Source: an optimization exercise on an open RTL-to-GDS flow (aim: small area, a short achievable clock period and few clock cycles per item). Production flows keep margins and buffers that such runs may drop.
Function was not checked in any run shown here: the RTL went through the layout flow alone.
Power and IR drop assume default switching activity.

`flow/config.mk`:
```
export PLATFORM = sky130hd
export DESIGN_NAME = booth_multiplier
export DESIGN_NICKNAME = booth_multiplier
export VERILOG_FILES = /design/flow/design.v
export SDC_FILE = /design/flow/constraint.sdc
export NUM_CORES = 4
export LEC_CHECK = 0
export CAP_MARGIN = 20
export CORE_MARGIN = 2
export CORE_UTILIZATION = 40
export PLACE_DENSITY = 0.6
export SLEW_MARGIN = 20
export SYNTH_HIERARCHICAL = 1
export SYNTH_MINIMUM_KEEP_SIZE = 0
```
`flow/constraint.sdc`:
```
create_clock -name core_clock -period 5.0 [get_ports {clk}]
set_input_delay 1.0000 -clock core_clock [delete_from_list [all_inputs] [get_ports {clk}]]
set_output_delay 1.0000 -clock core_clock [all_outputs]
set_load 0.01 [all_outputs]
```
`flow/design.v`:
```
module booth_multiplier(
    input         clk,
    input         reset_n,
    input         op_start,
    input         op_clear,
    input  [31:0] multiplier,
    input  [31:0] multiplicand,
    output        op_done,
    output [63:0] result
);
  reg       busy, done;
  reg       act;                         
  reg       esel, msel_a, msel_b, gsel;
  reg [1:0] cnt;
  wire      idle = !act;
  wire      fin  = (cnt == 2'd0);             
  wire      last = busy && (cnt == 2'd3);   
  reg  [31:0] m_q;           
  reg  [31:0] lo_q;          
  reg  [31:0] s_q, c_q;      
  reg  [7:0]  rs_q, rc_q;    
  reg         cy_q;          
  reg  [3:0]  one_q, two_q, ng_q;   
  function [11:0] enc;
    input [7:0] b;
    input       bm;
    integer i;
    reg [8:0] x;
    begin
      x = {b, bm};
      for (i = 0; i < 4; i = i + 1) begin
        enc[i]         = x[2*i+1] ^ x[2*i];
        enc[4+i]     = (x[2*i+2] & ~x[2*i+1] & ~x[2*i]) | (~x[2*i+2] & x[2*i+1] & x[2*i]);
        enc[8+i]   = x[2*i+2];
      end
    end
  endfunction
  wire [11:0] enc_next = busy ? enc(lo_q[15:8], lo_q[7]) : enc(multiplier[15:8], multiplier[7]);
  wire [11:0] enc_in   = enc(multiplier[7:0], 1'b0);
  wire [3:0]  one_c = esel ? one_q : enc_in[3:0];
  wire [3:0]  two_c = esel ? two_q : enc_in[7:4];
  wire [3:0]  ng_c  = esel ? ng_q  : enc_in[11:8];
  wire [31:0]     m_c   = {msel_b ? m_q[31:16] : multiplicand[31:16], msel_a ? m_q[15:0] : multiplicand[15:0]};
  wire [31:0] s_g = s_q & {32{gsel}};
  wire [31:0] c_g = c_q & {32{gsel}};
  wire [32:0] mg0 = ({33{one_c[0]}} & {m_c[31], m_c}) | ({33{two_c[0]}} & {m_c, 1'b0});
  wire [32:0] pp0 = mg0 ^ {33{ng_c[0]}};
  wire [32:0] e0 = {~pp0[32], pp0[31:0]};
  wire [32:0] mg1 = ({33{one_c[1]}} & {m_c[31], m_c}) | ({33{two_c[1]}} & {m_c, 1'b0});
  wire [32:0] pp1 = mg1 ^ {33{ng_c[1]}};
  wire [32:0] e1 = {~pp1[32], pp1[31:0]};
  wire [32:0] mg2 = ({33{one_c[2]}} & {m_c[31], m_c}) | ({33{two_c[2]}} & {m_c, 1'b0});
  wire [32:0] pp2 = mg2 ^ {33{ng_c[2]}};
  wire [32:0] e2 = {~pp2[32], pp2[31:0]};
  wire [32:0] mg3 = ({33{one_c[3]}} & {m_c[31], m_c}) | ({33{two_c[3]}} & {m_c, 1'b0});
  wire [32:0] pp3 = mg3 ^ {33{ng_c[3]}};
  wire [32:0] e3 = {~pp3[32], pp3[31:0]};
  wire fs1;
  wire fc2;
  wire hs3;
  wire hc4;
  wire hs5;
  wire hc6;
  wire fs7;
  wire fc8;
  wire fs9;
  wire fc10;
  wire hs11;
  wire hc12;
  wire hs13;
  wire hc14;
  wire fs15;
  wire fc16;
  wire fs17;
  wire fc18;
  wire fs19;
  wire fc20;
  wire fs21;
  wire fc22;
  wire hs23;
  wire hc24;
  wire fs25;
  wire fc26;
  wire hs27;
  wire hc28;
  wire fs29;
  wire fc30;
  wire fs31;
  wire fc32;
  wire fs33;
  wire fc34;
  wire fs35;
  wire fc36;
  wire fs37;
  wire fc38;
  wire fs39;
  wire fc40;
  wire fs41;
  wire fc42;
  wire hs43;
  wire hc44;
  wire hs45;
  wire hc46;
  wire fs47;
  wire fc48;
  wire fs49;
  wire fc50;
  wire fs51;
  wire fc52;
  wire fs53;
  wire fc54;
  wire fs55;
  wire fc56;
  wire fs57;
  wire fc58;
  wire fs59;
  wire fc60;
  wire fs61;
  wire fc62;
  wire fs63;
  wire fc64;
  wire fs65;
  wire fc66;
  wire fs67;
  wire fc68;
  wire fs69;
  wire fc70;
  wire fs71;
  wire fc72;
  wire fs73;
  wire fc74;
  wire hs75;
  wire hc76;
  wire fs77;
  wire fc78;
  wire fs79;
  wire fc80;
  wire fs81;
  wire fc82;
  wire fs83;
  wire fc84;
  wire fs85;
  wire fc86;
  wire fs87;
  wire fc88;
  wire fs89;
  wire fc90;
  wire fs91;
  wire fc92;
  wire fs93;
  wire fc94;
  wire hs95;
  wire hc96;
  wire fs97;
  wire fc98;
  wire fs99;
  wire fc100;
  wire fs101;
  wire fc102;
  wire fs103;
  wire fc104;
  wire fs105;
  wire fc106;
  wire fs107;
  wire fc108;
  wire fs109;
  wire fc110;
  wire fs111;
  wire fc112;
  wire fs113;
  wire fc114;
  wire hs115;
  wire hc116;
  wire fs117;
  wire fc118;
  wire fs119;
  wire fc120;
  wire fs121;
  wire fc122;
  wire fs123;
  wire fc124;
  wire fs125;
  wire fc126;
  wire fs127;
  wire fc128;
  wire fs129;
  wire fc130;
  wire fs131;
  wire fc132;
  wire fs133;
  wire fc134;
  wire hs135;
  wire hc136;
  wire fs137;
  wire fc138;
  wire fs139;
  wire fc140;
  wire fs141;
  wire fc142;
  wire fs143;
  wire fc144;
  wire fs145;
  wire fc146;
  wire fs147;
  wire fc148;
  wire fs149;
  wire fc150;
  wire fs151;
  wire fc152;
  wire fs153;
  wire fc154;
  wire hs155;
  wire hc156;
  wire fs157;
  wire fc158;
  wire fs159;
  wire fc160;
  wire fs161;
  wire fc162;
  wire fs163;
  wire fc164;
  wire fs165;
  wire fc166;
  wire fs167;
  wire fc168;
  wire fs169;
  wire fc170;
  wire fs171;
  wire fc172;
  wire fs173;
  wire fc174;
  wire hs175;
  wire hc176;
  wire fs177;
  wire fc178;
  wire fs179;
  wire fc180;
  wire fs181;
  wire fc182;
  wire fs183;
  wire fc184;
  wire fs185;
  wire fc186;
  wire fs187;
  wire fc188;
  wire fs189;
  wire fc190;
  wire fs191;
  wire fc192;
  wire fs193;
  wire fc194;
  wire hs195;
  wire hc196;
  wire fs197;
  wire fc198;
  wire fs199;
  wire fc200;
  wire fs201;
  wire fc202;
  wire fs203;
  wire fc204;
  wire fs205;
  wire fc206;
  wire fs207;
  wire fc208;
  wire fs209;
  wire fc210;
  wire fs211;
  wire fc212;
  wire fs213;
  wire fc214;
  wire hs215;
  wire hc216;
  wire fs217;
  wire fc218;
  wire fs219;
  wire fc220;
  wire fs221;
  wire fc222;
  wire fs223;
  wire fc224;
  wire fs225;
  wire fc226;
  wire fs227;
  wire fc228;
  wire fs229;
  wire fc230;
  wire fs231;
  wire fc232;
  wire fs233;
  wire fc234;
  wire hs235;
  wire hc236;
  wire fs237;
  wire fc238;
  wire fs239;
  wire fc240;
  wire fs241;
  wire fc242;
  wire fs243;
  wire fc244;
  wire fs245;
  wire fc246;
  wire fs247;
  wire fc248;
  wire fs249;
  wire fc250;
  wire fs251;
  wire fc252;
  wire fs253;
  wire fc254;
  wire hs255;
  wire hc256;
  wire fs257;
  wire fc258;
  wire fs259;
  wire fc260;
  wire fs261;
  wire fc262;
  wire fs263;
  wire fc264;
  wire fs265;
  wire fc266;
  wire fs267;
  wire fc268;
  wire fs269;
  wire fc270;
  wire fs271;
  wire fc272;
  wire fs273;
  wire fc274;
  wire hs275;
  wire hc276;
  wire fs277;
  wire fc278;
  wire fs279;
  wire fc280;
  wire fs281;
  wire fc282;
  wire fs283;
  wire fc284;
  wire fs285;
  wire fc286;
  wire fs287;
  wire fc288;
  wire fs289;
  wire fc290;
  wire fs291;
  wire fc292;
  wire fs293;
  wire fc294;
  wire fs295;
  wire fc296;
  wire hs297;
  wire hc298;
  wire fs299;
  wire fc300;
  wire fs301;
  wire fc302;
  wire fs303;
  wire fc304;
  wire fs305;
  wire fc306;
  wire fs307;
  wire fc308;
  wire fs309;
  wire fc310;
  wire hs311;
  wire hc312;
  wire hs313;
  wire hc314;
  wire fs315;
  wire fc316;
  wire fs317;
  wire fc318;
  wire hs319;
  wire hc320;
  wire hs321;
  wire hc322;
  wire fs323;
  wire fc324;
  mul_fa u_fs1 (.a(c_g[0]), .b(ng_c[0]), .ci(s_g[0]), .s(fs1), .co(fc2));
  mul_ha u_hs3 (.a(c_g[1]), .b(s_g[1]), .s(hs3), .c(hc4));
  mul_ha u_hs5 (.a(hs3), .b(fc2), .s(hs5), .c(hc6));
  mul_fa u_fs7 (.a(c_g[2]), .b(ng_c[1]), .ci(s_g[2]), .s(fs7), .co(fc8));
  mul_fa u_fs9 (.a(hc4), .b(fs7), .ci(e0[2]), .s(fs9), .co(fc10));
  mul_ha u_hs11 (.a(e1[0]), .b(hc6), .s(hs11), .c(hc12));
  mul_ha u_hs13 (.a(c_g[3]), .b(s_g[3]), .s(hs13), .c(hc14));
  mul_fa u_fs15 (.a(hs13), .b(fc8), .ci(e0[3]), .s(fs15), .co(fc16));
  mul_fa u_fs17 (.a(e1[1]), .b(hc12), .ci(fc10), .s(fs17), .co(fc18));
  mul_fa u_fs19 (.a(c_g[4]), .b(ng_c[2]), .ci(s_g[4]), .s(fs19), .co(fc20));
  mul_fa u_fs21 (.a(hc14), .b(fs19), .ci(e0[4]), .s(fs21), .co(fc22));
  mul_ha u_hs23 (.a(e1[2]), .b(e2[0]), .s(hs23), .c(hc24));
  mul_fa u_fs25 (.a(hs23), .b(fc16), .ci(fs21), .s(fs25), .co(fc26));
  mul_ha u_hs27 (.a(c_g[5]), .b(s_g[5]), .s(hs27), .c(hc28));
  mul_fa u_fs29 (.a(hs27), .b(fc20), .ci(e0[5]), .s(fs29), .co(fc30));
  mul_fa u_fs31 (.a(e1[3]), .b(e2[1]), .ci(hc24), .s(fs31), .co(fc32));
  mul_fa u_fs33 (.a(fc22), .b(fs29), .ci(fs31), .s(fs33), .co(fc34));
  mul_fa u_fs35 (.a(c_g[6]), .b(ng_c[3]), .ci(s_g[6]), .s(fs35), .co(fc36));
  mul_fa u_fs37 (.a(hc28), .b(fs35), .ci(e0[6]), .s(fs37), .co(fc38));
  mul_fa u_fs39 (.a(e1[4]), .b(e2[2]), .ci(e3[0]), .s(fs39), .co(fc40));
  mul_fa u_fs41 (.a(fc30), .b(fs37), .ci(fs39), .s(fs41), .co(fc42));
  mul_ha u_hs43 (.a(fc32), .b(fs41), .s(hs43), .c(hc44));
  mul_ha u_hs45 (.a(c_g[7]), .b(s_g[7]), .s(hs45), .c(hc46));
  mul_fa u_fs47 (.a(hs45), .b(fc36), .ci(e0[7]), .s(fs47), .co(fc48));
  mul_fa u_fs49 (.a(e1[5]), .b(e2[3]), .ci(e3[1]), .s(fs49), .co(fc50));
  mul_fa u_fs51 (.a(fc38), .b(fc40), .ci(fs47), .s(fs51), .co(fc52));
  mul_fa u_fs53 (.a(fs49), .b(fc42), .ci(fs51), .s(fs53), .co(fc54));
  mul_fa u_fs55 (.a(c_g[8]), .b(s_g[8]), .ci(hc46), .s(fs55), .co(fc56));
  mul_fa u_fs57 (.a(last), .b(e0[8]), .ci(e1[6]), .s(fs57), .co(fc58));
  mul_fa u_fs59 (.a(e2[4]), .b(e3[2]), .ci(fs55), .s(fs59), .co(fc60));
  mul_fa u_fs61 (.a(fc48), .b(fc50), .ci(fs57), .s(fs61), .co(fc62));
  mul_fa u_fs63 (.a(fs59), .b(fc52), .ci(fs61), .s(fs63), .co(fc64));
  mul_fa u_fs65 (.a(c_g[9]), .b(s_g[9]), .ci(last), .s(fs65), .co(fc66));
  mul_fa u_fs67 (.a(e0[9]), .b(e1[7]), .ci(e2[5]), .s(fs67), .co(fc68));
  mul_fa u_fs69 (.a(e3[3]), .b(fc56), .ci(fs65), .s(fs69), .co(fc70));
  mul_fa u_fs71 (.a(fc58), .b(fs67), .ci(fc60), .s(fs71), .co(fc72));
  mul_fa u_fs73 (.a(fs69), .b(fc62), .ci(fs71), .s(fs73), .co(fc74));
  mul_ha u_hs75 (.a(c_g[10]), .b(s_g[10]), .s(hs75), .c(hc76));
  mul_fa u_fs77 (.a(hs75), .b(e0[10]), .ci(e1[8]), .s(fs77), .co(fc78));
  mul_fa u_fs79 (.a(e2[6]), .b(e3[4]), .ci(fc66), .s(fs79), .co(fc80));
  mul_fa u_fs81 (.a(fc68), .b(fs77), .ci(fc70), .s(fs81), .co(fc82));
  mul_fa u_fs83 (.a(fs79), .b(fc72), .ci(fs81), .s(fs83), .co(fc84));
  mul_fa u_fs85 (.a(c_g[11]), .b(s_g[11]), .ci(hc76), .s(fs85), .co(fc86));
  mul_fa u_fs87 (.a(last), .b(e0[11]), .ci(e1[9]), .s(fs87), .co(fc88));
  mul_fa u_fs89 (.a(e2[7]), .b(e3[5]), .ci(fs85), .s(fs89), .co(fc90));
  mul_fa u_fs91 (.a(fc78), .b(fs87), .ci(fc80), .s(fs91), .co(fc92));
  mul_fa u_fs93 (.a(fs89), .b(fc82), .ci(fs91), .s(fs93), .co(fc94));
  mul_ha u_hs95 (.a(c_g[12]), .b(s_g[12]), .s(hs95), .c(hc96));
  mul_fa u_fs97 (.a(hs95), .b(e0[12]), .ci(e1[10]), .s(fs97), .co(fc98));
  mul_fa u_fs99 (.a(e2[8]), .b(e3[6]), .ci(fc86), .s(fs99), .co(fc100));
  mul_fa u_fs101 (.a(fc88), .b(fs97), .ci(fc90), .s(fs101), .co(fc102));
  mul_fa u_fs103 (.a(fs99), .b(fc92), .ci(fs101), .s(fs103), .co(fc104));
  mul_fa u_fs105 (.a(c_g[13]), .b(s_g[13]), .ci(hc96), .s(fs105), .co(fc106));
  mul_fa u_fs107 (.a(last), .b(e0[13]), .ci(e1[11]), .s(fs107), .co(fc108));
  mul_fa u_fs109 (.a(e2[9]), .b(e3[7]), .ci(fs105), .s(fs109), .co(fc110));
  mul_fa u_fs111 (.a(fc98), .b(fs107), .ci(fc100), .s(fs111), .co(fc112));
  mul_fa u_fs113 (.a(fs109), .b(fc102), .ci(fs111), .s(fs113), .co(fc114));
  mul_ha u_hs115 (.a(c_g[14]), .b(s_g[14]), .s(hs115), .c(hc116));
  mul_fa u_fs117 (.a(hs115), .b(e0[14]), .ci(e1[12]), .s(fs117), .co(fc118));
  mul_fa u_fs119 (.a(e2[10]), .b(e3[8]), .ci(fc106), .s(fs119), .co(fc120));
  mul_fa u_fs121 (.a(fc108), .b(fs117), .ci(fc110), .s(fs121), .co(fc122));
  mul_fa u_fs123 (.a(fs119), .b(fc112), .ci(fs121), .s(fs123), .co(fc124));
  mul_fa u_fs125 (.a(c_g[15]), .b(s_g[15]), .ci(hc116), .s(fs125), .co(fc126));
  mul_fa u_fs127 (.a(last), .b(e0[15]), .ci(e1[13]), .s(fs127), .co(fc128));
  mul_fa u_fs129 (.a(e2[11]), .b(e3[9]), .ci(fs125), .s(fs129), .co(fc130));
  mul_fa u_fs131 (.a(fc118), .b(fs127), .ci(fc120), .s(fs131), .co(fc132));
  mul_fa u_fs133 (.a(fs129), .b(fc122), .ci(fs131), .s(fs133), .co(fc134));
  mul_ha u_hs135 (.a(c_g[16]), .b(s_g[16]), .s(hs135), .c(hc136));
  mul_fa u_fs137 (.a(hs135), .b(e0[16]), .ci(e1[14]), .s(fs137), .co(fc138));
  mul_fa u_fs139 (.a(e2[12]), .b(e3[10]), .ci(fc126), .s(fs139), .co(fc140));
  mul_fa u_fs141 (.a(fc128), .b(fs137), .ci(fc130), .s(fs141), .co(fc142));
  mul_fa u_fs143 (.a(fs139), .b(fc132), .ci(fs141), .s(fs143), .co(fc144));
  mul_fa u_fs145 (.a(c_g[17]), .b(s_g[17]), .ci(hc136), .s(fs145), .co(fc146));
  mul_fa u_fs147 (.a(last), .b(e0[17]), .ci(e1[15]), .s(fs147), .co(fc148));
  mul_fa u_fs149 (.a(e2[13]), .b(e3[11]), .ci(fs145), .s(fs149), .co(fc150));
  mul_fa u_fs151 (.a(fc138), .b(fs147), .ci(fc140), .s(fs151), .co(fc152));
  mul_fa u_fs153 (.a(fs149), .b(fc142), .ci(fs151), .s(fs153), .co(fc154));
  mul_ha u_hs155 (.a(c_g[18]), .b(s_g[18]), .s(hs155), .c(hc156));
  mul_fa u_fs157 (.a(hs155), .b(e0[18]), .ci(e1[16]), .s(fs157), .co(fc158));
  mul_fa u_fs159 (.a(e2[14]), .b(e3[12]), .ci(fc146), .s(fs159), .co(fc160));
  mul_fa u_fs161 (.a(fc148), .b(fs157), .ci(fc150), .s(fs161), .co(fc162));
  mul_fa u_fs163 (.a(fs159), .b(fc152), .ci(fs161), .s(fs163), .co(fc164));
  mul_fa u_fs165 (.a(c_g[19]), .b(s_g[19]), .ci(hc156), .s(fs165), .co(fc166));
  mul_fa u_fs167 (.a(last), .b(e0[19]), .ci(e1[17]), .s(fs167), .co(fc168));
  mul_fa u_fs169 (.a(e2[15]), .b(e3[13]), .ci(fs165), .s(fs169), .co(fc170));
  mul_fa u_fs171 (.a(fc158), .b(fs167), .ci(fc160), .s(fs171), .co(fc172));
  mul_fa u_fs173 (.a(fs169), .b(fc162), .ci(fs171), .s(fs173), .co(fc174));
  mul_ha u_hs175 (.a(c_g[20]), .b(s_g[20]), .s(hs175), .c(hc176));
  mul_fa u_fs177 (.a(hs175), .b(e0[20]), .ci(e1[18]), .s(fs177), .co(fc178));
  mul_fa u_fs179 (.a(e2[16]), .b(e3[14]), .ci(fc166), .s(fs179), .co(fc180));
  mul_fa u_fs181 (.a(fc168), .b(fs177), .ci(fc170), .s(fs181), .co(fc182));
  mul_fa u_fs183 (.a(fs179), .b(fc172), .ci(fs181), .s(fs183), .co(fc184));
  mul_fa u_fs185 (.a(c_g[21]), .b(s_g[21]), .ci(hc176), .s(fs185), .co(fc186));
  mul_fa u_fs187 (.a(last), .b(e0[21]), .ci(e1[19]), .s(fs187), .co(fc188));
  mul_fa u_fs189 (.a(e2[17]), .b(e3[15]), .ci(fs185), .s(fs189), .co(fc190));
  mul_fa u_fs191 (.a(fc178), .b(fs187), .ci(fc180), .s(fs191), .co(fc192));
  mul_fa u_fs193 (.a(fs189), .b(fc182), .ci(fs191), .s(fs193), .co(fc194));
  mul_ha u_hs195 (.a(c_g[22]), .b(s_g[22]), .s(hs195), .c(hc196));
  mul_fa u_fs197 (.a(hs195), .b(e0[22]), .ci(e1[20]), .s(fs197), .co(fc198));
  mul_fa u_fs199 (.a(e2[18]), .b(e3[16]), .ci(fc186), .s(fs199), .co(fc200));
  mul_fa u_fs201 (.a(fc188), .b(fs197), .ci(fc190), .s(fs201), .co(fc202));
  mul_fa u_fs203 (.a(fs199), .b(fc192), .ci(fs201), .s(fs203), .co(fc204));
  mul_fa u_fs205 (.a(c_g[23]), .b(s_g[23]), .ci(hc196), .s(fs205), .co(fc206));
  mul_fa u_fs207 (.a(last), .b(e0[23]), .ci(e1[21]), .s(fs207), .co(fc208));
  mul_fa u_fs209 (.a(e2[19]), .b(e3[17]), .ci(fs205), .s(fs209), .co(fc210));
  mul_fa u_fs211 (.a(fc198), .b(fs207), .ci(fc200), .s(fs211), .co(fc212));
  mul_fa u_fs213 (.a(fs209), .b(fc202), .ci(fs211), .s(fs213), .co(fc214));
  mul_ha u_hs215 (.a(c_g[24]), .b(s_g[24]), .s(hs215), .c(hc216));
  mul_fa u_fs217 (.a(hs215), .b(e0[24]), .ci(e1[22]), .s(fs217), .co(fc218));
  mul_fa u_fs219 (.a(e2[20]), .b(e3[18]), .ci(fc206), .s(fs219), .co(fc220));
  mul_fa u_fs221 (.a(fc208), .b(fs217), .ci(fc210), .s(fs221), .co(fc222));
  mul_fa u_fs223 (.a(fs219), .b(fc212), .ci(fs221), .s(fs223), .co(fc224));
  mul_fa u_fs225 (.a(c_g[25]), .b(s_g[25]), .ci(hc216), .s(fs225), .co(fc226));
  mul_fa u_fs227 (.a(last), .b(e0[25]), .ci(e1[23]), .s(fs227), .co(fc228));
  mul_fa u_fs229 (.a(e2[21]), .b(e3[19]), .ci(fs225), .s(fs229), .co(fc230));
  mul_fa u_fs231 (.a(fc218), .b(fs227), .ci(fc220), .s(fs231), .co(fc232));
  mul_fa u_fs233 (.a(fs229), .b(fc222), .ci(fs231), .s(fs233), .co(fc234));
  mul_ha u_hs235 (.a(c_g[26]), .b(s_g[26]), .s(hs235), .c(hc236));
  mul_fa u_fs237 (.a(hs235), .b(e0[26]), .ci(e1[24]), .s(fs237), .co(fc238));
  mul_fa u_fs239 (.a(e2[22]), .b(e3[20]), .ci(fc226), .s(fs239), .co(fc240));
  mul_fa u_fs241 (.a(fc228), .b(fs237), .ci(fc230), .s(fs241), .co(fc242));
  mul_fa u_fs243 (.a(fs239), .b(fc232), .ci(fs241), .s(fs243), .co(fc244));
  mul_fa u_fs245 (.a(c_g[27]), .b(s_g[27]), .ci(hc236), .s(fs245), .co(fc246));
  mul_fa u_fs247 (.a(last), .b(e0[27]), .ci(e1[25]), .s(fs247), .co(fc248));
  mul_fa u_fs249 (.a(e2[23]), .b(e3[21]), .ci(fs245), .s(fs249), .co(fc250));
  mul_fa u_fs251 (.a(fc238), .b(fs247), .ci(fc240), .s(fs251), .co(fc252));
  mul_fa u_fs253 (.a(fs249), .b(fc242), .ci(fs251), .s(fs253), .co(fc254));
  mul_ha u_hs255 (.a(c_g[28]), .b(s_g[28]), .s(hs255), .c(hc256));
  mul_fa u_fs257 (.a(hs255), .b(e0[28]), .ci(e1[26]), .s(fs257), .co(fc258));
  mul_fa u_fs259 (.a(e2[24]), .b(e3[22]), .ci(fc246), .s(fs259), .co(fc260));
  mul_fa u_fs261 (.a(fc248), .b(fs257), .ci(fc250), .s(fs261), .co(fc262));
  mul_fa u_fs263 (.a(fs259), .b(fc252), .ci(fs261), .s(fs263), .co(fc264));
  mul_fa u_fs265 (.a(c_g[29]), .b(s_g[29]), .ci(hc256), .s(fs265), .co(fc266));
  mul_fa u_fs267 (.a(last), .b(e0[29]), .ci(e1[27]), .s(fs267), .co(fc268));
  mul_fa u_fs269 (.a(e2[25]), .b(e3[23]), .ci(fs265), .s(fs269), .co(fc270));
  mul_fa u_fs271 (.a(fc258), .b(fs267), .ci(fc260), .s(fs271), .co(fc272));
  mul_fa u_fs273 (.a(fs269), .b(fc262), .ci(fs271), .s(fs273), .co(fc274));
  mul_ha u_hs275 (.a(c_g[30]), .b(s_g[30]), .s(hs275), .c(hc276));
  mul_fa u_fs277 (.a(hs275), .b(e0[30]), .ci(e1[28]), .s(fs277), .co(fc278));
  mul_fa u_fs279 (.a(e2[26]), .b(e3[24]), .ci(fc266), .s(fs279), .co(fc280));
  mul_fa u_fs281 (.a(fc268), .b(fs277), .ci(fc270), .s(fs281), .co(fc282));
  mul_fa u_fs283 (.a(fs279), .b(fc272), .ci(fs281), .s(fs283), .co(fc284));
  mul_fa u_fs285 (.a(c_g[31]), .b(s_g[31]), .ci(hc276), .s(fs285), .co(fc286));
  mul_fa u_fs287 (.a(last), .b(e0[31]), .ci(e1[29]), .s(fs287), .co(fc288));
  mul_fa u_fs289 (.a(e2[27]), .b(e3[25]), .ci(fs285), .s(fs289), .co(fc290));
  mul_fa u_fs291 (.a(fc278), .b(fs287), .ci(fc280), .s(fs291), .co(fc292));
  mul_fa u_fs293 (.a(fs289), .b(fc282), .ci(fs291), .s(fs293), .co(fc294));
  mul_fa u_fs295 (.a(e0[32]), .b(e1[30]), .ci(e2[28]), .s(fs295), .co(fc296));
  mul_ha u_hs297 (.a(e3[26]), .b(fc286), .s(hs297), .c(hc298));
  mul_fa u_fs299 (.a(hs297), .b(fc288), .ci(fs295), .s(fs299), .co(fc300));
  mul_fa u_fs301 (.a(fc290), .b(fc292), .ci(fs299), .s(fs301), .co(fc302));
  mul_fa u_fs303 (.a(last), .b(e1[31]), .ci(e2[29]), .s(fs303), .co(fc304));
  mul_fa u_fs305 (.a(e3[27]), .b(hc298), .ci(fc296), .s(fs305), .co(fc306));
  mul_fa u_fs307 (.a(fs303), .b(fs305), .ci(fc300), .s(fs307), .co(fc308));
  mul_fa u_fs309 (.a(e1[32]), .b(e2[30]), .ci(e3[28]), .s(fs309), .co(fc310));
  mul_ha u_hs311 (.a(fc304), .b(fs309), .s(hs311), .c(hc312));
  mul_ha u_hs313 (.a(hs311), .b(fc306), .s(hs313), .c(hc314));
  mul_fa u_fs315 (.a(last), .b(e2[31]), .ci(e3[29]), .s(fs315), .co(fc316));
  mul_fa u_fs317 (.a(fc310), .b(fs315), .ci(hc312), .s(fs317), .co(fc318));
  mul_ha u_hs319 (.a(e2[32]), .b(e3[30]), .s(hs319), .c(hc320));
  mul_ha u_hs321 (.a(hs319), .b(fc316), .s(hs321), .c(hc322));
  mul_fa u_fs323 (.a(last), .b(e3[31]), .ci(hc320), .s(fs323), .co(fc324));
  wire [39:0] sn = {last, e3[32], hc322, fc318, hc314, fc308, fc302, fc294, fc284, fc274, fc264, fc254, fc244, fc234, fc224, fc214, fc204, fc194, fc184, fc174, fc164, fc154, fc144, fc134, fc124, fc114, fc104, fc94, fc84, fc74, fc64, fc54, hc44, fc34, fc26, fc18, fs15, fs9, e0[1], e0[0]};
  wire [39:0] cn = {1'b0, fc324, fs323, hs321, fs317, hs313, fs307, fs301, fs293, fs283, fs273, fs263, fs253, fs243, fs233, fs223, fs213, fs203, fs193, fs183, fs173, fs163, fs153, fs143, fs133, fs123, fs113, fs103, fs93, fs83, fs73, fs63, fs53, hs43, fs33, fs25, fs17, hs11, hs5, fs1};
  wire [39:0] ad_sum;
  wire        ad_cy;                     
  mul_add40 u_ad (.a({s_q, rs_q}), .b({c_q, rc_q}), .ci(cy_q), .s(ad_sum), .ct(ad_cy));
  assign op_done = done;
  assign result  = {s_q[31:0], lo_q};
  always @(posedge clk or negedge reset_n) begin
    if (!reset_n) begin
      esel   <= 1'b0;
      msel_a <= 1'b0;
      msel_b <= 1'b0;
      gsel   <= 1'b0;
    end else begin
      esel   <= !op_clear && (busy || (!act && op_start));
      msel_a <= !op_clear && (msel_a || done || op_start);
      msel_b <= !op_clear && (busy ? !fin : (!done && op_start));
      gsel   <= !op_clear && (busy || done || (!act && op_start));
    end
  end
  always @(posedge clk or negedge reset_n) begin
    if (!reset_n) begin
      busy <= 1'b0;
      done <= 1'b0;
      act  <= 1'b0;
    end else if (op_clear) begin
      busy <= 1'b0;
      done <= 1'b0;
      act  <= 1'b0;
    end else if (idle) begin
      busy <= op_start;
      act  <= op_start;
    end else if (busy && fin) begin
      busy <= 1'b0;
      done <= 1'b1;
    end
  end
  always @(posedge clk) begin
    cnt <= busy ? cnt + 2'd1 : 2'd1;
    m_q <= m_c;                            
    if (idle)
      lo_q <= {ad_sum[7:0], multiplier[31:8]};
    else if (busy)
      lo_q <= {ad_sum[7:0], lo_q[31:8]};
    if (!done)
      s_q <= (busy && fin) ? ad_sum[39:8] : sn[39:8];
    c_q  <= cn[39:8];
    rs_q <= sn[7:0];
    rc_q <= cn[7:0];
    cy_q <= busy & ad_cy;
    {ng_q, two_q, one_q} <= enc_next;
  end
endmodule
module mul_fa(input a, input b, input ci, output s, output co);
  assign s  = a ^ b ^ ci;
  assign co = (a & b) | (ci & (a ^ b));
endmodule
module mul_ha(input a, input b, output s, output c);
  assign s = a ^ b;
  assign c = a & b;
endmodule
module mul_add40(input [39:0] a, input [39:0] b, input ci, output [39:0] s, output ct);
  wire [39:0] p = a ^ b;
  wire [39:0] g0 = a & b;
  wire [39:0] g = {g0[39:1], g0[0] | (p[0] & ci)};
  wire gg1 = g[1] | (p[1] & g[0]);
  wire pq2 = p[1] & p[0];
  wire gg3 = g[3] | (p[3] & g[2]);
  wire pq4 = p[3] & p[2];
  wire gg5 = g[5] | (p[5] & g[4]);
  wire pq6 = p[5] & p[4];
  wire gg7 = g[7] | (p[7] & g[6]);
  wire pq8 = p[7] & p[6];
  wire gg9 = g[9] | (p[9] & g[8]);
  wire pq10 = p[9] & p[8];
  wire gg11 = g[11] | (p[11] & g[10]);
  wire pq12 = p[11] & p[10];
  wire gg13 = g[13] | (p[13] & g[12]);
  wire pq14 = p[13] & p[12];
  wire gg15 = g[15] | (p[15] & g[14]);
  wire pq16 = p[15] & p[14];
  wire gg17 = g[17] | (p[17] & g[16]);
  wire pq18 = p[17] & p[16];
  wire gg19 = g[19] | (p[19] & g[18]);
  wire pq20 = p[19] & p[18];
  wire gg21 = g[21] | (p[21] & g[20]);
  wire pq22 = p[21] & p[20];
  wire gg23 = g[23] | (p[23] & g[22]);
  wire pq24 = p[23] & p[22];
  wire gg25 = g[25] | (p[25] & g[24]);
  wire pq26 = p[25] & p[24];
  wire gg27 = g[27] | (p[27] & g[26]);
  wire pq28 = p[27] & p[26];
  wire gg29 = g[29] | (p[29] & g[28]);
  wire pq30 = p[29] & p[28];
  wire gg31 = g[31] | (p[31] & g[30]);
  wire pq32 = p[31] & p[30];
  wire gg33 = g[33] | (p[33] & g[32]);
  wire pq34 = p[33] & p[32];
  wire gg35 = g[35] | (p[35] & g[34]);
  wire pq36 = p[35] & p[34];
  wire gg37 = g[37] | (p[37] & g[36]);
  wire pq38 = p[37] & p[36];
  wire gg39 = g[39] | (p[39] & g[38]);
  wire pq40 = p[39] & p[38];
  wire gg41 = gg3 | (pq4 & gg1);
  wire pq42 = pq4 & pq2;
  wire gg43 = gg7 | (pq8 & gg5);
  wire pq44 = pq8 & pq6;
  wire gg45 = gg11 | (pq12 & gg9);
  wire pq46 = pq12 & pq10;
  wire gg47 = gg15 | (pq16 & gg13);
  wire pq48 = pq16 & pq14;
  wire gg49 = gg19 | (pq20 & gg17);
  wire pq50 = pq20 & pq18;
  wire gg51 = gg23 | (pq24 & gg21);
  wire pq52 = pq24 & pq22;
  wire gg53 = gg27 | (pq28 & gg25);
  wire pq54 = pq28 & pq26;
  wire gg55 = gg31 | (pq32 & gg29);
  wire pq56 = pq32 & pq30;
  wire gg57 = gg35 | (pq36 & gg33);
  wire pq58 = pq36 & pq34;
  wire gg59 = gg39 | (pq40 & gg37);
  wire pq60 = pq40 & pq38;
  wire gg61 = gg43 | (pq44 & gg41);
  wire pq62 = pq44 & pq42;
  wire gg63 = gg47 | (pq48 & gg45);
  wire pq64 = pq48 & pq46;
  wire gg65 = gg51 | (pq52 & gg49);
  wire pq66 = pq52 & pq50;
  wire gg67 = gg55 | (pq56 & gg53);
  wire pq68 = pq56 & pq54;
  wire gg69 = gg59 | (pq60 & gg57);
  wire pq70 = pq60 & pq58;
  wire gg71 = gg63 | (pq64 & gg61);
  wire pq72 = pq64 & pq62;
  wire gg73 = gg67 | (pq68 & gg65);
  wire pq74 = pq68 & pq66;
  wire gg75 = gg73 | (pq74 & gg71);
  wire pq76 = pq74 & pq72;
  wire gg77 = gg65 | (pq66 & gg71);
  wire pq78 = pq66 & pq72;
  wire gg79 = gg69 | (pq70 & gg75);
  wire pq80 = pq70 & pq76;
  wire gg81 = gg45 | (pq46 & gg61);
  wire pq82 = pq46 & pq62;
  wire gg83 = gg49 | (pq50 & gg71);
  wire pq84 = pq50 & pq72;
  wire gg85 = gg53 | (pq54 & gg77);
  wire pq86 = pq54 & pq78;
  wire gg87 = gg57 | (pq58 & gg75);
  wire pq88 = pq58 & pq76;
  wire gg89 = gg5 | (pq6 & gg41);
  wire pq90 = pq6 & pq42;
  wire gg91 = gg9 | (pq10 & gg61);
  wire pq92 = pq10 & pq62;
  wire gg93 = gg13 | (pq14 & gg81);
  wire pq94 = pq14 & pq82;
  wire gg95 = gg17 | (pq18 & gg71);
  wire pq96 = pq18 & pq72;
  wire gg97 = gg21 | (pq22 & gg83);
  wire pq98 = pq22 & pq84;
  wire gg99 = gg25 | (pq26 & gg77);
  wire pq100 = pq26 & pq78;
  wire gg101 = gg29 | (pq30 & gg85);
  wire pq102 = pq30 & pq86;
  wire gg103 = gg33 | (pq34 & gg75);
  wire pq104 = pq34 & pq76;
  wire gg105 = gg37 | (pq38 & gg87);
  wire pq106 = pq38 & pq88;
  wire gg107 = g[2] | (p[2] & gg1);
  wire pq108 = p[2] & pq2;
  wire gg109 = g[4] | (p[4] & gg41);
  wire pq110 = p[4] & pq42;
  wire gg111 = g[6] | (p[6] & gg89);
  wire pq112 = p[6] & pq90;
  wire gg113 = g[8] | (p[8] & gg61);
  wire pq114 = p[8] & pq62;
  wire gg115 = g[10] | (p[10] & gg91);
  wire pq116 = p[10] & pq92;
  wire gg117 = g[12] | (p[12] & gg81);
  wire pq118 = p[12] & pq82;
  wire gg119 = g[14] | (p[14] & gg93);
  wire pq120 = p[14] & pq94;
  wire gg121 = g[16] | (p[16] & gg71);
  wire pq122 = p[16] & pq72;
  wire gg123 = g[18] | (p[18] & gg95);
  wire pq124 = p[18] & pq96;
  wire gg125 = g[20] | (p[20] & gg83);
  wire pq126 = p[20] & pq84;
  wire gg127 = g[22] | (p[22] & gg97);
  wire pq128 = p[22] & pq98;
  wire gg129 = g[24] | (p[24] & gg77);
  wire pq130 = p[24] & pq78;
  wire gg131 = g[26] | (p[26] & gg99);
  wire pq132 = p[26] & pq100;
  wire gg133 = g[28] | (p[28] & gg85);
  wire pq134 = p[28] & pq86;
  wire gg135 = g[30] | (p[30] & gg101);
  wire pq136 = p[30] & pq102;
  wire gg137 = g[32] | (p[32] & gg75);
  wire pq138 = p[32] & pq76;
  wire gg139 = g[34] | (p[34] & gg103);
  wire pq140 = p[34] & pq104;
  wire gg141 = g[36] | (p[36] & gg87);
  wire pq142 = p[36] & pq88;
  wire gg143 = g[38] | (p[38] & gg105);
  wire pq144 = p[38] & pq106;
  assign s = p ^ {gg143, gg105, gg141, gg87, gg139, gg103, gg137, gg75, gg135, gg101, gg133, gg85, gg131, gg99, gg129, gg77, gg127, gg97, gg125, gg83, gg123, gg95, gg121, gg71, gg119, gg93, gg117, gg81, gg115, gg91, gg113, gg61, gg111, gg89, gg109, gg41, gg107, gg1, g[0], ci};
  assign ct = gg61;
endmodule
```
`flow/flow/run.sh`:
```
#!/bin/bash
# Standard layout, except: plain buf_1 cells as the port buffers, and a
# clock tree of clkbuf_4 cells without dummy loads.
export BUFFER_PORTS_ARGS="-buffer_cell sky130_fd_sc_hd__buf_1"
export CTS_ARGS="-sink_clustering_enable -repair_clock_nets -dont_use_dummy_load -root_buf sky130_fd_sc_hd__clkbuf_16 -buf_list \"sky130_fd_sc_hd__clkbuf_4 sky130_fd_sc_hd__clkbuf_8\""
bash standard.sh > standard.log 2>&1
```
`flow/standard.sh`:
```
#!/bin/bash
# synth_recipe.tcl (not shown) runs the flow's synth.tcl, then flattens the netlist and writes it again
# the make line also repeats each setting of config.mk as NAME=value (left out here)
make -C /OpenROAD-flow-scripts/flow DESIGN_CONFIG=/design/flow/config.mk WORK_HOME=/design/flow/orfs CLKGATE_MAP_FILE= SYNTH_SCRIPT=/design/flow/synth_recipe.tcl "${@:-finish}"
```
==> impl_metrics.yaml, run 1 <==
run_status:
  status: "no timing/DRC/antenna violations"
clocking:
  cts-root-buf: "clkbuf_16"
  cts.clk_slew.worst_paths_ns: 0.07
  cts_tree: "done"
  cts_setup_buffers: 0
  cts_buffer_depth: 2
  clkLatencyLatePin_ns: 0.41
  cts.sinks: 165
  htreeDepth: 4
  cts_resized: 0
  cts_hold_buf: 0
  cts_made_buffers: 17
drt:
  ant_nets: 0
  vias: 9203
  firstDrtPassIters: 5
  drc: 0
  drt-initial-drc-count: 585
  post_drt_wl_per_cell_um: 20.1
  drt_wl_total_um: 35000
  vias_per_cell: 5.29
setup_path:
  cp_slowest_cell: "dfrtp_1"
  cp_cell_sequence: "nand2b_1 -> a2bb2oi_2 -> buf_4 -> o22ai_1 -> xnor2_1 -> fa_1 -> fa_1 -> fa_1 -> mux2_2"
  critPathMaxStageDelay_ns: 1.05
  path_class: "register to register"
  crit_top_cell: "fa_1"
  crit_arrival_ns: 4.38
  critPathLaunchType: "register"
  cp_max_fo: 32
  path_buf_inv: 1
  required_ns: 5.14
  cp_top_family: "adder cells"
  end_kind: "register"
cells_and_area:
  fin_cells: 1740
  multiInputGateArea_mm2: 0.00910
  utilization_pct: 44.4
  nNetsFinal: 1583
  drive_gt1_share_pct: 12.9
  syn2layout_area_growth_pct: 8.94
  fill_cells: 3167
  diodes: 0
  seq_area_mm2: 0.00398
timing:
  worst_pin_slew_ns: 1.07
  slew_viol_final: 0
  fin_crit_sh_pct: 84.8
  relSlewSlack_pct: 28.9
  rsz0062_at_grt: "false"
  clock.fmax_mhz: 236
  hold_viol: 0
  fin_setup_tns_ns: 0
  final.min_clock_period_ns: 4.24
  fin_skew_ns: 0.0324
  finalSetupViolations: 0
global_route:
  grt-ovfl-total: 0
  grt_pass1_vias: 9663
  antenna_found_initial: 0
  grt_use_total_pct: 20.2
  grt_start_max_net_pins: 64
  grt_pass1_wl_um: 55100
power_and_ir_drop:
  vdd_drop_max_uv: 246
  power_leakage_uw: 0.00594
  powerDensity_mw_per_mm2: 560
job:
  maxCapViolations: 0
floorplan:
  die_h_um: 189
  die_area_mm2: 0.0358
  core_area_mm2: 0.0337
  rows: 67
  pin_count: 133
  die_w_um: 189
  initial_core_util_pct: 40.7
placement:
  placed_cells: 1723
  io_buffers: 132
  dp_hpwl_um: 26500
  gp_congestion: 0.828
logic_synthesis:
  ys_ff_latch: 165
  syn-cell-area_mm2: 0.0137
  synthArstFlopShare_pct: 4.24
  yosysWarnings: 7
  syn_inst: 1170
  ys_types: 61
  synth_enable_flop_cells: 64
  synthFlopType: "dfxtp_1"
  yosysSeqAreaShare_pct: 29.0
  syn_avg_cell_area_um2: 11.7
hold_path:
  hold_path.class: "register to register"
[cell type report]
cell class | instances | share of cell area (%)
Timing Repair Buffer | 167 | 5.07
Inverter | 82 | 2.06
Sequential cell | 165 | 26.6
Multi-Input combinational cell | 861 | 60.9
Tap cell | 448 | 3.75
Clock buffer | 17 | 1.64
[cells by family after synthesis]
kind of cell,share of synthesized area (%)
buffers and inverters,5.09
XOR/XNOR,10.4
other,0.0273
flip-flops,29.0
AO/OA/AOI/OAI,10.9
adder cells (fa/ha/maj),28.8
AND/OR/NAND/NOR,6.86
multiplexers,8.86
[cells in the final DEF (no fill, tap or decap), drive strengths merged, types with 3 or more instances in the layout]
master	Yosys	routed
buf	50	167
fa	159	159
xnor2	147	147
o22ai	124	124
dfxtp	94	94
inv	82	82
and2	70	70
edfxtp	64	64
ha	62	62
mux2	58	58
mux2i	38	38
nor2	32	32
a21oi	28	28
nand2	23	23
clkbuf	13	17
xor2	16	16
o21ai	15	15
a21o	12	12
nand3	9	9
a211oi	8	8
dfrtp	7	7
nand2b	6	6
o21bai	5	5
nor2b	5	5
nor3b	5	5
nor3	4	4
o211ai	4	4
or3	3	3
and3b	3	3
o31ai	3	3
[sequential cells by signal (all words and copies together) (netlist names)]
name    cells
act         1
busy        1
c_q        31
cnt         2
cy_q        1
done        1
esel        1
gsel        1
lo_q       32
m_q        32
msel_a      1
msel_b      1
ng_q        4
one_q       4
rc_q        8
rs_q        8
s_q        32
two_q       4
[routing by layer]
metal  up-vias  global-route usage, %  part of all wire [%]
met4         0                   6.44                   2.2
met2       321                   32.6                    48
met5         -                      0                     0
met3        41                   4.56                   6.4
li1       4253                      -                     -
met1      4588                   27.1                    44
[modules after synthesis, one instance, submodules excluded]
module / area [µm²] / times used
mul_add40: 1780 / 1
booth_multiplier: 8880 / 1
mul_fa: 20.0 / 138
mul_ha: 12.5 / 24
[worst register-to-register path, stage by stage, from the launching register on]
cell and delay (ns):
dfrtp_1 1.05, nand2b_1 0.26, a2bb2oi_2 0.13, buf_4 0.39, o22ai_1 0.16, xnor2_1 0.34
fa_1 0.52, fa_1 0.49, fa_1 0.38, mux2_2 0.28
[where the power goes]
part | total, µW | switching, µW | internal, µW
logic | 5170 | 2780 | 2390
clock network | 788 | 467 | 322
registers | 2420 | 388 | 2030
total | 8380 | 3630 | 4740
[through the flow]
step | power (µW) | hold WS, ns | instance area (µm²) | setup WS [ns]
2_1_floorplan | 6110 | 0.375 | 13700 | 1.06
3_3_place_gp | 7550 | 0.386 | 14700 | 0.532
3_5_place_dp | 7660 | 0.389 | 14700 | 0.485
4_1_cts | 8500 | 0.407 | 15000 | 0.792
5_1_grt | 9260 | 0.427 | 15000 | 0.589
6_report | 8380 | 0.402 | 15000 | 0.761
[synth_stat cells (3+ instances only)]
master      n  area, µm²
nor2b_1     4       25.0
mux2i_4    11        248
o22ai_1   115        719
mux2i_2    12        165
nand2b_1    6       37.5
dfxtp_1    94       1880
buf_4       8       60.1
and3b_1     3       26.3
o211ai_1    3       22.5
and2_1     70        438
buf_1       4       15.0
a21oi_2     3       26.3
o21bai_1    5       37.5
mux2_2     58        653
xnor2_1   147       1290
o22ai_2     9        113
xor2_1     16        140
inv_1      82        308
nand2_1    23       86.3
clkbuf_1   13       48.8
o21ai_0    12       60.1
a211oi_1    6       45.0
a21o_1     12       90.1
or3_1       3       18.8
mux2i_1    15        150
nor3_1      4       20.0
fa_1      159       3180
ha_1       62        776
o31ai_4     3       63.8
nand3_1     9       45.0
nor3b_2     3       37.5
edfxtp_1   64       1920
nor2_1     32        120
dfrtp_1     7        175
buf_2      27        135
a21oi_1    24        120
buf_6       9        101
[worst paths after layout]
check / from / cells after the start / to / slack, ns
setup / recovery: esel / 9 / s_q[24] / 0.76
hold / removal: cnt[0] / 1 / cnt[0] / 0.40
setup reg to reg: esel / 9 / s_q[24] / 0.76
hold reg to reg: cnt[0] / 1 / cnt[0] / 0.40
max in group asynchronous: reset_n / 1 / msel_b / 4.23
min in group asynchronous: reset_n / 1 / done / 0.48
==> run 2, diff against run 1 <==
--- a/flow/config.mk
+++ b/flow/config.mk
@@ -9,6 +9,7 @@
 export CORE_MARGIN = 2
 export CORE_UTILIZATION = 40
 export PLACE_DENSITY = 0.6
+export SETUP_SLACK_MARGIN = 1.0
 export SLEW_MARGIN = 20
 export SYNTH_HIERARCHICAL = 1
 export SYNTH_MINIMUM_KEEP_SIZE = 0
==> run 2 against run 1 <==
Sequential share of layout area hardly changed. Clock skew is 0.00087 ns higher. Cell area is 0.27% higher. Area after synthesis stayed put. Routed wire length is 0.29% higher. Die area stayed put. Setup slack better by 0.35 ns. Critical path type is now input pin to register.
==> impl_metrics.yaml, run 2 <==
drt:
  firstDrtPassIters: 4
  drt-initial-drc-count: 523
  top_layer_used: "met4"
  drt_wl_total_um: 35100
  m1WireLength_um: 15400
  met2WireLength_um: 16700
  drc: 0
  ant_nets: 0
  vias_per_cell: 5.32
  vias: 9259
  wl_met3_um: 2190
  post_drt_wl_per_cell_um: 20.2
logic_synthesis:
  yosysTopAreaCellShare_pct: 23.2
  synthArstFlopShare_pct: 4.24
  yosysWarnings: 7
  synth_commonest_cells: "159 x fa_1, 147 x xnor2_1, 115 x o22ai_1"
  ys_ff_latch: 165
  ys_top_cells_by_area: "fa_1 23%, edfxtp_1 14%, dfxtp_1 14%, xnor2_1 9.4%, ha_1 5.7%"
  synth_top_cell_by_area: "fa_1"
  syn-cell-area_mm2: 0.0137
  synth.most_common_cell: "fa_1"
  yosysSeqAreaShare_pct: 29.0
  synth_enable_flop_cells: 64
  syn_avg_cell_area_um2: 11.7
  syn_inst: 1170
  synthFlopType: "dfxtp_1"
  ys_types: 61
cells_and_area:
  top_regs: "lo_q: 32 flops, m_q: 32 flops, s_q: 32 flops"
  drive_gt1_share_pct: 13.3
  syn2layout_area_growth_pct: 9.24
  fin_cells: 1740
  diodes: 0
  final_area_mm2: 0.0150
  final_common_cell: "fa_1"
  fill_cells: 3173
  nNetsFinal: 1583
  final_cell_mix: "159 x fa_1, 147 x xnor2_1, 130 x buf_1"
timing:
  clock.fmax_mhz: 257
  rsz0062_at_grt: "false"
  hold_viol: 0
  hold_ws_ns: 0.402
  relSlewSlack_pct: 36.1
  worst_pin_slew_ns: 0.932
  fin_skew_ns: 0.0332
  finalSetupViolations: 0
  final.min_clock_period_ns: 3.89
  slew_viol_final: 0
  fin_crit_sh_pct: 77.7
  fin_setup_tns_ns: 0
global_route:
  antenna_found_initial: 0
  grt-ovfl-total: 0
  grt_pass1_vias: 9663
  grt_use_total_pct: 20.2
  grt_pass1_wl_um: 55100
  grt_start_max_net_pins: 64
clocking:
  cts_made_buffers: 17
  cts_hold_buf: 0
  cts.clk_slew.worst_paths_ns: 0.07
  clkLatencyLatePin_ns: 0.41
  cts_buffer_depth: 2
  cts.sinks: 165
  htreeDepth: 4
  cts-root-buf: "clkbuf_16"
  cts_setup_buffers: 0
  cts_tree: "done"
power_and_ir_drop:
  p_sw_share_pct: 43.5
  vdd_drop_max_uv: 245
  pwr-share-clk_pct: 9.4
  powerDensity_mw_per_mm2: 561
  sequentialPowerShare_pct: 28.7
  power_leakage_uw: 0.00595
  p_comb_share_pct: 61.9
  cell_internal_pwr_uw: 4760
  switchingPower_uw: 3660
  p_total_uw: 8420
placement:
  dp_hpwl_um: 26500
  place_area_mm2: 0.0147
  io_buffers: 132
  placed_cells: 1723
  gp_congestion: 0.828
setup_path:
  cp_max_fo: 31
  crit_arrival_ns: 4.03
  end_kind: "register"
  critPathLaunchType: "input pin"
  path_class: "input pin to register"
  required_ns: 5.14
floorplan:
  rows: 67
  core_area_mm2: 0.0337
  die_area_mm2: 0.0358
  die_w_um: 189
  initial_core_util_pct: 40.7
  pin_count: 133
  die_h_um: 189
hold_path:
  hold_path.class: "register to register"
run_status:
  status: "no timing/DRC/antenna violations"
job:
  maxCapViolations: 0
## run 2: critical path, stage by stage
cell and delay (ns):
buf_2 0.21, and3b_1 0.23, o31ai_4 0.24, buf_6 0.31, o22ai_1 0.15, xnor2_1 0.21
fa_1 0.48, fa_1 0.49, fa_1 0.42, mux2_2 0.27
## run 2: final cells by class
cell class | count | area, µm² | share of cell area, %
flip-flops and latches | 165 | 3980 | 26.6
inverters | 82 | 308 | 2.05
repair buffers | 167 | 768 | 5.12
clock buffers | 17 | 245 | 1.64
multi-input cells | 861 | 9130 | 60.9
well taps | 448 | 561 | 3.74
## run 2: per-stage QoR
step / util, % / worst slack (ns)
CTS: 44.4 / 1.02
global placement: 43.6 / 0.532
detailed placement: 43.6 / 0.485
global route: 44.5 / 0.976
finish: 44.5 / 1.11
floorplan: - / 1.06
## run 2: cell families after synthesis
group	share of synthesized area [%]
buffers and inverters	5.09
multiplexers	8.86
other	0.0273
AO/OA/AOI/OAI	10.9
flip-flops	29.0
adder cells (fa/ha/maj)	28.8
XOR/XNOR	10.4
AND/OR/NAND/NOR	6.86
## run 2: worst paths after layout
| kind | from | end | slack, ns | cells after the start |
|---|---|---|---|---|
| worst max-delay path | multiplier[3] | s_q[22] | 1.11 | 10 |
| worst min-delay path | cnt[0] | cnt[0] | 0.40 | 1 |
| max in group asynchronous | reset_n | esel | 4.20 | 1 |
| worst min register to register | cnt[0] | cnt[0] | 0.40 | 1 |
| worst max register to register | msel_b | s_q[12] | 1.16 | 7 |
| min in group asynchronous | reset_n | done | 0.48 | 1 |
## run 2: per-module statistics from Yosys (local to each module, per instance)
module / copies in the design / flip-flops and latches
booth_multiplier: 1 / 165
mul_add40: 1 / 0
mul_fa: 138 / 0
mul_ha: 24 / 0
## run 2: timing repair
action	CTS	global route
pin swaps	0	2
endpoints found under the setup margin	26	26
resized for setup	2	9
## run 2: power by group through the flow
stage | combinational, µW | clock [µW] | sequential (µW)
5_1_grt | 5960 | 862 | 2480
3_3_place_gp | 5100 | 0 | 2450
4_1_cts | 5260 | 814 | 2430
6_report | 5210 | 789 | 2420
3_5_place_dp | 5210 | 0 | 2450
2_1_floorplan | 3720 | 0 | 2390
## run 2: layer usage
metal | GRT usage [%] | up-vias
li1 | - | 4256
met1 | 27.1 | 4628
met2 | 32.6 | 331
met3 | 4.56 | 44
met4 | 6.44 | 0
met5 | 0 | -
==> run 3, diff against run 2 <==
--- a/flow/config.mk
+++ b/flow/config.mk
@@ -9,7 +9,7 @@
 export CORE_MARGIN = 2
 export CORE_UTILIZATION = 40
 export PLACE_DENSITY = 0.6
-export SETUP_SLACK_MARGIN = 1.0
+export SETUP_SLACK_MARGIN = 1.5
 export SLEW_MARGIN = 20
 export SYNTH_HIERARCHICAL = 1
 export SYNTH_MINIMUM_KEEP_SIZE = 0
==> run 3 against run 2 <==
Sequential power about the same. Critical path depth up 2. Global-route usage up 1.1 points. Non-clock buffer count up 77. Synthesized cell count unchanged. Setup slack better by 0.17 ns. Largest cell class unchanged.
==> impl_metrics.yaml, run 3 <==
cells_and_area:
  top_regs: "lo_q: 32 flops, m_q: 32 flops, s_q: 32 flops"
  final_cell_mix: "126 x xnor2_1, 126 x buf_1, 104 x fa_1"
  drive_gt1_share_pct: 27.8
  fin_cells: 1818
  nNetsFinal: 1661
  diodes: 0
  fill_cells: 3006
  syn2layout_area_growth_pct: 23.1
drt:
  firstDrtPassIters: 6
  drt-initial-drc-count: 744
  ant_nets: 0
  post_drt_wl_per_cell_um: 21.7
  vias_per_cell: 5.35
  vias: 9726
  drt_wl_total_um: 39400
  drc: 0
timing:
  rsz0062_at_grt: "true"
  hold_viol: 0
  slew_viol_final: 0
  fin_skew_ns: 0.0328
  finalSetupViolations: 0
  fin_setup_tns_ns: 0
  fin_crit_sh_pct: 74.2
  final.min_clock_period_ns: 3.71
  relSlewSlack_pct: 42.1
  clock.fmax_mhz: 269
  worst_pin_slew_ns: 0.868
setup_path:
  critPathLaunchType: "input pin"
  path_class: "input pin to register"
  crit_arrival_ns: 3.84
  end_kind: "register"
  required_ns: 5.13
  cp_max_fo: 6
  r2r_cells: 7
placement:
  placed_cells: 1725
  io_buffers: 132
  dp_hpwl_um: 26800
  gp_congestion: 0.818
clocking:
  cts.clk_slew.worst_paths_ns: 0.09
  cts-root-buf: "clkbuf_16"
  cts_buffer_depth: 2
  cts_tree: "done"
  cts_made_buffers: 17
  clkLatencyLatePin_ns: 0.40
  cts_hold_buf: 0
  cts.sinks: 165
  htreeDepth: 4
logic_synthesis:
  yosysWarnings: 7
  ys_top_cells_by_area: "fa_1 23%, edfxtp_1 14%, dfxtp_1 14%, xnor2_1 9.4%, ha_1 5.7%"
  syn_inst: 1170
  ys_types: 61
  yosysSeqAreaShare_pct: 29.0
  synth_enable_flop_cells: 64
  synthArstFlopShare_pct: 4.24
  synth.most_common_cell: "fa_1"
  synth_top_cell_by_area: "fa_1"
  syn_avg_cell_area_um2: 11.7
  ys_ff_latch: 165
  yosysTopAreaCellShare_pct: 23.2
  synthFlopType: "dfxtp_1"
  syn-cell-area_mm2: 0.0137
  synth_commonest_cells: "159 x fa_1, 147 x xnor2_1, 115 x o22ai_1"
global_route:
  antenna_found_initial: 1
  use_met3_pct: 3.76
  met1_usage_pct: 29.2
  grt.busiest_layer: "met2"
  grt-ovfl-total: 0
  grt_start_max_net_pins: 35
  grt_pass1_wl_um: 57600
  grt_pass1_vias: 9716
  globalRouteMet2Util_pct: 34.7
  grt_use_total_pct: 21.3
hold_path:
  hold_path.class: "register to register"
  hold_depth: 1
floorplan:
  die_area_mm2: 0.0358
  die_h_um: 189
  initial_core_util_pct: 40.7
  core_area_mm2: 0.0337
  pin_count: 133
  die_w_um: 189
  rows: 67
power_and_ir_drop:
  vdd_drop_max_uv: 237
  power_leakage_uw: 0.00671
  powerDensity_mw_per_mm2: 545
job:
  maxCapViolations: 0
run_status:
  status: "no timing/DRC/antenna violations"
run 3: logic make-up after synthesis:
kind of cell	share of synthesized area (%)
adder cells (fa/ha/maj)	28.8
flip-flops	29.0
AO/OA/AOI/OAI	10.9
AND/OR/NAND/NOR	6.86
buffers and inverters	5.09
other	0.0273
XOR/XNOR	10.4
multiplexers	8.86
run 3: repair_timing:
| item | in CTS | in global routing |
|---|---|---|
| gates resized for setup | 81 | 106 |
| hold endpoints to repair | 0 | 0 |
| setup buffers | 19 | 43 |
| endpoints found under the setup margin | 60 | 43 |
| cloned | 3 | 11 |
| pin swaps | 45 | 77 |
run 3: per-module statistics from Yosys, one instance, submodules excluded:
| module | flip-flops and latches | cells | times used |
|---|---|---|---|
| mul_add40 | 0 | 205 | 1 |
| mul_ha | 0 | 1 | 24 |
| mul_fa | 0 | 1 | 138 |
| booth_multiplier | 165 | 803 | 1 |
run 3: through the flow:
stage                     setup slack [ns]  utilization, %  instance area, µm²  total power (µW)  hold slack (ns)
after floorplan                       1.19               -               13900              6200            0.375
after global placement               0.697            44.4               15000              7790            0.382
after detailed placement             0.658            44.4               15000              7840            0.396
after CTS                             1.31            46.8               15800              8910            0.415
after global routing                  1.23            50.2               16900             10100            0.427
final                                 1.29            50.2               16900              9210            0.418
run 3: cell type report:
| class | instances | area, µm² | share of cell area [%] |
|---|---|---|---|
| multi-input combinational | 862 | 9940 | 58.8 |
| sequential | 165 | 3990 | 23.6 |
| timing repair buffer | 244 | 1850 | 11.0 |
| tap | 448 | 561 | 3.32 |
| inverter | 82 | 308 | 1.82 |
| clock buffer | 17 | 245 | 1.45 |
run 3: where the power goes:
group          total (µW)  internal [µW]  switching (µW)  leakage, µW
Clock                 794            322             472     0.000127
Sequential           2430           2030             394      0.00156
Combinational        5990           2890            3100      0.00503
run 3: final timing paths:
check	from	end	slack (ns)
worst max-delay path	multiplier[4]	s_q[18]	1.29
worst min-delay path	cnt[0]	cnt[0]	0.42
worst max register to register	cnt[0]	s_q[3]	1.39
worst min register to register	cnt[0]	cnt[0]	0.42
max in group asynchronous	reset_n	gsel	4.19
min in group asynchronous	reset_n	msel_a	0.48
run 3: metal layers:
metal / vias to the layer above / wire (µm) / share of wire (%)
li1: 4441 / - / -
met4: 0 / 565 / 1.4
met5: - / 0 / 0
met3: 44 / 2450 / 6.2
met1: 4879 / 17200 / 44
met2: 362 / 19100 / 49
run 3: critical path, cell delays in order:
cell,delay (ns)
buf_8,0.10
and3b_2,0.22
o31ai_4,0.32
buf_6,0.19
buf_12,0.11
buf_16,0.13
o22ai_4,0.08
xnor2_2,0.17
fa_2,0.42
fa_2,0.49
fa_2,0.35
mux2_4,0.25
==> run 4, diff against run 3 <==
--- a/flow/config.mk
+++ b/flow/config.mk
@@ -9,7 +9,7 @@
 export CORE_MARGIN = 2
 export CORE_UTILIZATION = 40
 export PLACE_DENSITY = 0.6
-export SETUP_SLACK_MARGIN = 1.5
+export SETUP_SLACK_MARGIN = 2.0
 export SLEW_MARGIN = 20
 export SYNTH_HIERARCHICAL = 1
 export SYNTH_MINIMUM_KEEP_SIZE = 0
==> run 4 against run 3 <==
Cell area rose by 4.0%. Sequential power about the same. First-iteration DRC count is 1.9% lower. Synthesized cell count did not move. Setup slack better by 0.063 ns.
==> impl_metrics.yaml, run 4 <==
global_route:
  grt_pass1_vias: 10004
  grt_start_max_net_pins: 35
  use_met3_pct: 3.82
  grt-ovfl-total: 0
  globalRouteMet2Util_pct: 36.0
  antenna_found_initial: 0
  grt_pass1_wl_um: 59300
  met1_usage_pct: 30.1
  grt.busiest_layer: "met2"
  grt_use_total_pct: 22.0
power_and_ir_drop:
  sequentialPowerShare_pct: 25.5
  p_comb_share_pct: 66.0
  power_leakage_uw: 0.00696
  pwr-share-clk_pct: 8.5
  powerDensity_mw_per_mm2: 538
  p_sw_share_pct: 43.1
  cell_internal_pwr_uw: 5380
  vdd_drop_max_uv: 252
  p_total_uw: 9460
  switchingPower_uw: 4080
logic_synthesis:
  ys_top_cells_by_area: "fa_1 23%, edfxtp_1 14%, dfxtp_1 14%, xnor2_1 9.4%, ha_1 5.7%"
  ys_ff_latch: 165
  synth.most_common_cell: "fa_1"
  synthFlopType: "dfxtp_1"
  synth_commonest_cells: "159 x fa_1, 147 x xnor2_1, 115 x o22ai_1"
  yosysTopAreaCellShare_pct: 23.2
  syn_avg_cell_area_um2: 11.7
  syn_inst: 1170
  ys_types: 61
  yosysWarnings: 7
  synthArstFlopShare_pct: 4.24
  syn-cell-area_mm2: 0.0137
  synth_top_cell_by_area: "fa_1"
  synth_enable_flop_cells: 64
  yosysSeqAreaShare_pct: 29.0
clocking:
  cts-root-buf: "clkbuf_16"
  cts_tree: "done"
  cts_hold_buf: 0
  clkLatencyLatePin_ns: 0.43
  htreeDepth: 4
  cts_made_buffers: 17
  cts_buffer_depth: 2
  cts.sinks: 165
  cts.clk_slew.worst_paths_ns: 0.10
cells_and_area:
  syn2layout_area_growth_pct: 28.1
  fin_cells: 1848
  diodes: 0
  top_regs: "lo_q: 32 flops, m_q: 32 flops, s_q: 32 flops"
  final_common_cell: "buf_1"
  fill_cells: 2962
  nNetsFinal: 1691
  final_cell_mix: "124 x buf_1, 113 x xnor2_1, 94 x dfxtp_1"
  drive_gt1_share_pct: 31.9
floorplan:
  die_w_um: 189
  die_h_um: 189
  rows: 67
  initial_core_util_pct: 40.7
  die_area_mm2: 0.0358
  pin_count: 133
  core_area_mm2: 0.0337
setup_path:
  crit_top_cell: "fa_2"
  critPathLaunchType: "input pin"
  required_ns: 5.18
  path_class: "input pin to register"
  path_buf_inv: 4
  crit_arrival_ns: 3.82
  cp_top_family: "adder cells"
  cp_slowest_cell: "fa_2"
  cp_cell_sequence: "buf_6 -> and3b_1 -> o31ai_4 -> buf_6 -> buf_16 -> buf_4 -> o22ai_4 -> xnor2_2 -> fa_2 -> fa_2 -> fa_2 -> mux2_4"
  critPathMaxStageDelay_ns: 0.54
  end_kind: "register"
  cp_max_fo: 8
drt:
  post_drt_wl_per_cell_um: 21.1
  drt-initial-drc-count: 730
  drt_wl_total_um: 39000
  drc: 0
  vias_per_cell: 5.32
  vias: 9834
  firstDrtPassIters: 5
  ant_nets: 0
placement:
  placed_cells: 1726
  gp_congestion: 0.807
  dp_hpwl_um: 26700
  io_buffers: 132
timing:
  slew_viol_final: 0
  worst_pin_slew_ns: 0.881
  relSlewSlack_pct: 41.2
  final.min_clock_period_ns: 3.65
  hold_viol: 0
  fin_skew_ns: 0.0552
  finalSetupViolations: 0
  rsz0062_at_grt: "true"
  fin_setup_tns_ns: 0
  fin_crit_sh_pct: 73.0
  clock.fmax_mhz: 274
run_status:
  status: "no timing/DRC/antenna violations"
hold_path:
  hold_path.class: "register to register"
job:
  maxCapViolations: 0
run 4: area by class of cell:
type	count	area, µm²	area share [%]
Inverter	82	308	1.75
Multi-Input combinational cell	861	10300	58.5
Timing Repair Buffer	275	2190	12.5
Clock buffer	17	245	1.39
Sequential cell	165	3990	22.7
Tap cell	448	561	3.19
run 4: modules after synthesis, one instance, submodules excluded:
module,cells inside,flops+latches,area [µm²],copies in the design
booth_multiplier,803,165,8880,1
mul_add40,205,0,1780,1
mul_fa,1,0,20.0,138
mul_ha,1,0,12.5,24
run 4: path summary, 6_finish.rpt:
path	end	start	depth (start not counted)	slack, ns
min in group asynchronous	done	reset_n	1	0.45
setup reg to reg	s_q[2]	esel	12	1.44
max in group asynchronous	msel_b	reset_n	1	4.24
hold / removal	cnt[0]	cnt[0]	1	0.41
hold reg to reg	cnt[0]	cnt[0]	1	0.41
setup / recovery	s_q[2]	multiplier[1]	12	1.35
run 4: repair_timing:
| action | 4_1_cts | 5_1_grt |
|---|---|---|
| hold endpoints to repair | 0 | 0 |
| buffers inserted | 42 | 52 |
| pin swaps | 84 | 79 |
| setup endpoints to repair | 69 | 65 |
| resized for setup | 176 | 83 |
| gates cloned | 8 | 3 |
run 4: metal layers:
metal | vias to the layer above | wire length (µm)
li1 | 4495 | -
met1 | 5019 | 17200
met2 | 275 | 19200
met3 | 45 | 1990
met4 | 0 | 698
met5 | - | 0
run 4: stage by stage:
stage	setup WS, ns	cell area [µm²]	utilization [%]	hold WS, ns
global placement	0.621	15000	44.4	0.386
CTS	1.35	16600	49.2	0.414
global route	1.30	17600	52.2	0.442
finish	1.35	17600	52.2	0.412
detailed placement	0.590	15000	44.4	0.398
floorplan	1.19	14000	-	0.375
run 4: worst register-to-register path: stages, from the launching register on:
cell and delay (ns):
dfrtp_2 0.45, buf_12 0.21, or2b_1 0.28, o31ai_4 0.08, buf_6 0.18, buf_16 0.16, buf_4 0.13, o22ai_4 0.07
xnor2_2 0.17, fa_2 0.54, fa_2 0.44, fa_2 0.34, mux2_4 0.26
run 4: power groups by stage:
| stage | clock, µW | combinational, µW | sequential (µW) |
|---|---|---|---|
| after floorplan | 0 | 3830 | 2390 |
| after global placement | 0 | 5350 | 2450 |
| after detailed placement | 0 | 5430 | 2450 |
| after CTS | 830 | 6000 | 2420 |
| after global routing | 870 | 6960 | 2490 |
| final | 803 | 6240 | 2420 |
run 4: kinds of logic after synthesis:
logic type | count (synthesis) | synth area share (%)
AO/OA/AOI/OAI | 210 | 10.9
buffers and inverters | 145 | 5.09
other | 1 | 0.0273
multiplexers | 96 | 8.86
AND/OR/NAND/NOR | 169 | 6.86
adder cells (fa/ha/maj) | 221 | 28.8
flip-flops | 165 | 29.0
XOR/XNOR | 163 | 10.4

-- re-timing with driven ports --
How much do the figures lean on ideal ports? The routed layouts below were timed once more, with nothing changed but the port constraints. Step 1 assumes that a clkbuf_16 drives the clock port and a buf_2 every other input. Step 2 times the ports against the registers' clock, not the clock port: input delays grow and output delays shrink by t, the midpoint of the rising clock arrivals with the driver on. Slacks: ideal / step 1 / step 2; pairs: ideal / step 1.
run | shift t [ns] | setup WS [ns] | worst setup path after step 2 | slew at the worst register clock pin (ns)
run 1 | 0.448 | 0.761 / 0.761 / 0.384 | input to register | 0.10 / 0.10
run 2 | 0.448 | 1.114 / 1.115 / 0.667 | input to register | 0.10 / 0.10
run 3 | 0.441 | 1.288 / 1.252 / 0.811 | input to register | 0.10 / 0.10
run 4 | 0.463 | 1.351 / 1.352 / 0.889 | input to register | 0.12 / 0.12
After both steps setup and hold are still met in every run listed. The setup slack of run 3, which loses most, moves by -0.036 ns with the drivers and by -0.477 ns with both steps.
